From an optimization exercise on the open Yosys and OpenROAD flow, aimed at small area and a short achievable clock period; shortcuts taken in it are not production practice. Only simulation tests tie the RTL to the original design; equivalence was not proved. Power and IR drop assume default switching activity.

==> flow/design.v (excerpt) <==
module rv32_core(
	input clk,
	input reset,
	output [31:2] imem_addr,
	input [31:0] imem_rdata,
	output [31:2] dmem_addr,
	output dmem_we,
	output io_we,
	output [3:0] dmem_be,
	output [31:0] dmem_wdata,
	input [31:0] dmem_rdata,
	input [31:0] io_rdata,
	output rf_we,
	output [4:0] rf_waddr,
	output [31:0] rf_wdata
	);
Settings: LEC_CHECK=0, CAP_MARGIN=20, CORE_MARGIN=2, CORE_UTILIZATION=40, CTS_CLUSTER_DIAMETER=90, CTS_CLUSTER_SIZE=20, PLACE_DENSITY=0.68, SETUP_SLACK_MARGIN=5, SLEW_MARGIN=20; clock period 11.0 ns.
run.sh (not shown) runs the stock make flow with config.mk's settings and CLKGATE_MAP_FILE= SYNTH_SCRIPT=/design/flow/synth_recipe.tcl, a recipe that flattens the netlist after the stock synthesis.
The first run went through all stages and came out clean.
Then changed:
- CORE_UTILIZATION: 40 -> 45
- PLACE_DENSITY: 0.68 -> unset
=> Sequential share of layout area drops by 0.25 points. Sequential power is about the same. Clock power hardly moves. Total power climbs by 1.0%. Non-clock buffer count climbs by 59. Routed wire length climbs by 8.3%. Final area climbs by 0.53%. First-iteration DRC count drops by 11%. Die area drops by 11%. Worst setup slack barely changes.
Then changed:
- CORE_UTILIZATION: 45 -> 40
What happened: Worst setup slack gets worse by 120 ps; non-clock buffer count went down by 26; sequential share of layout area is about the same; power goes down by 0.33%; final area barely changes; via count barely changes; die area grows by 12%; synthesized cell count is unchanged; cell count goes up by 2.1%; global-route usage decreases by 7.8 points.

* * *

## JK
rv32_core, a different RTL version from the one above (not shown whole).
Size: roughly 6000 cells after synthesis, roughly 66000 um^2 of cells after synthesis.
// rv32_core
module rv32_core(
	input clk,
	input reset,
	output [31:2] imem_addr,
	input [31:0] imem_rdata,
	output [31:2] dmem_addr,
	output dmem_we,
	output io_we,
	output [3:0] dmem_be,
	output [31:0] dmem_wdata,
	input [31:0] dmem_rdata,
	input [31:0] io_rdata,
	output rf_we,
	output [4:0] rf_waddr,
	output [31:0] rf_wdata
	);
	reg [31:0] pc;			 
	reg [31:0] d_pc;		 
	reg [31:0] d_opa;		 
	reg [31:0] d_opb;		 
	reg d_cin;			 
	reg d_s_sum, d_s_lts, d_s_ltu, d_s_xor, d_s_or, d_s_and, d_s_sll, d_s_srl;
	reg [31:0] d_rs2;		 
	reg [4:0] d_wbreg;
	reg d_wben;
	reg d_st;			 
	reg d_isS, d_isLD;
	reg [2:0] d_f3;
	reg ebrk;			 
	reg jdet;			 
	reg [31:0] e_alu;
	reg [31:0] e_rs2;
	reg [4:0] e_wbreg;
	reg e_wben;
	reg e_st;
	reg e_isS, e_isLD;
	reg [2:0] e_f3;
	reg [31:0] m_aluv;		 
	reg [4:0] m_wbreg;
	reg m_wben;
	reg [3:0] m_lo [0:1];
	reg [2:0] m_mid [0:1];
	reg m_hi [0:1];
	reg [3:0] m_sxb [0:1];
	reg [3:0] m_sxh [0:1];
	wire [63:0] ldx = {io_rdata, dmem_rdata};
	reg [31:0] wb_data;
	integer j, q;
	always @(*) begin
		wb_data = m_aluv;
		for (q = 0; q < 2; q = q + 1) begin
			for (j = 0; j < 8; j = j + 1)
				wb_data[j] = wb_data[j]
					| (m_lo[q][0] & ldx[q*32 + j]) | (m_lo[q][1] & ldx[q*32 + j + 8])
					| (m_lo[q][2] & ldx[q*32 + j + 16]) | (m_lo[q][3] & ldx[q*32 + j + 24]);
			for (j = 8; j < 16; j = j + 1)
				wb_data[j] = wb_data[j]
					| (m_mid[q][0] & ldx[q*32 + j]) | (m_mid[q][1] & ldx[q*32 + j + 8])
					| (m_mid[q][2] & ldx[q*32 + j + 16])
					| (m_sxb[q][3] & ldx[q*32 + 31]) | (m_sxb[q][2] & ldx[q*32 + 23])
					| (m_sxb[q][1] & ldx[q*32 + 15]) | (m_sxb[q][0] & ldx[q*32 + 7]);
			for (j = 16; j < 32; j = j + 1)
				wb_data[j] = wb_data[j]
					| (m_hi[q] & ldx[q*32 + j])
					| (m_sxh[q][3] & ldx[q*32 + 31]) | (m_sxh[q][2] & ldx[q*32 + 23])
					| (m_sxh[q][1] & ldx[q*32 + 15]) | (m_sxh[q][0] & ldx[q*32 + 7]);
		end
	end
	assign rf_we = m_wben;
	assign rf_waddr = m_wbreg;
	assign rf_wdata = wb_data;
	wire m_fok = m_wben & (m_wbreg != 5'd0);
	wire [31:0] rf_d = wb_data & {32{~reset}};
	reg [31:0] rf [1:31];
	genvar gi;
	generate
  ...
clock: 11.0 ns
lec_check: 0
cap_margin: 20
core_margin: 2
core_utilization: 40
setup_slack_margin: 5
slew_margin: 20
Edits applied to the flow inputs when going from JK to MS:
- CTS_CLUSTER_DIAMETER newly set to 90
- CTS_CLUSTER_SIZE newly set to 20
Results
- First-pass GRT wire length delta (MS − JK): favourable
- [MS vs JK] global-route met3 utilization: lower in MS
- [MS vs JK] clock power: lower in MS
- Core utilization: MS < JK

* * *

Setup of run 1:
rv32_core, a different RTL version from the one above (not shown whole).
Size: ~6,400 cells after synthesis, roughly 230 I/O pins, ~69,000 sq um of cells after synthesis.
make LEC_CHECK=0 CAP_MARGIN=20 CORE_MARGIN=2 CORE_UTILIZATION=40 SETUP_SLACK_MARGIN=5 SLEW_MARGIN=20 finish   # period 11.0 ns
Run 1: all stages complete, timing, DRC and antenna checks passed
The inputs of run 2 differ from those of run 1 as listed below.
Settings: an added CTS_CLUSTER_DIAMETER of 90; an added CTS_CLUSTER_SIZE of 20.
### Flow results
Run 2 reports its endpoint of the worst setup timing path as d_opa[14] while run 1 reports d_opa[23]. Sequential share of cell area, run 1 and run 2, lower one = run 1. Run 2 vs. run 1: area growth from synthesis to layout went down by 4.1 points. For the met1 wire length, run 2 came in about 0.5% lower than run 1 did. Diff run 1 -> run 2 | power density normalized to cell area | down by more than 10%. Diff run 1 -> run 2 | non-clock buffer count | down slightly. Run 2 against run 1: number of detailed-route iterations in the first pass went up 2, share of total power in sequential cells went up 8.3 points, register clock-pin slew on the reported worst setup and hold paths went up 0.03 ns, total power draw went down 0.0020 W, global-route wire length before repair went down 3900 microns. Between run 1 and run 2, the power attributed to sequential cells figures differ only marginally.

[re-timing with driven ports]
How much do the figures lean on ideal ports? The routed layouts below were timed once more, with nothing changed but the port constraints. Step 1 assumes that a clkbuf_16 drives the clock port and a buf_2 every other input. Step 2, shift: input delay + t, output delay - t, t = (earliest + latest rising clock arrival at the registers) / 2. This alone moves slack from input paths to output paths. Three values: ideal, step 1, step 2; two values: the first two.
run | t (ns) | setup WS [ns] | worst setup path at the end | latest minus earliest clock arrival (ns) | slew at the worst register clock pin (ns)
the first run of note 1 | 0.844 | 4.762 / 4.787 / 3.943 | input to register | 0.052 / 0.052 | 0.10 / 0.10
the second run of note 1 | 0.823 | 4.760 / 4.688 / 3.995 | input to register | 0.054 / 0.054 | 0.10 / 0.10
the third run of note 1 | 0.833 | 4.639 / 4.668 / 3.835 | input to register | 0.051 / 0.051 | 0.10 / 0.10
JK | 0.895 | 4.242 / 4.169 / 3.274 | input to register | 0.075 / 0.075 | 0.07 / 0.07
MS | 0.838 | 4.098 / 4.027 / 3.189 | input to register | 0.070 / 0.070 | 0.10 / 0.10
run 1 | 0.896 | 4.669 / 4.725 / 3.829 | input to register | 0.064 / 0.064 | 0.07 / 0.07
run 2 | 0.851 | 4.831 / 4.818 / 4.035 | input to register | 0.071 / 0.071 | 0.10 / 0.10
After both steps setup and hold are still met in every run listed. For JK, which loses most, drivers alone change the setup slack by -0.073 ns; drivers and shift together by -0.968 ns.
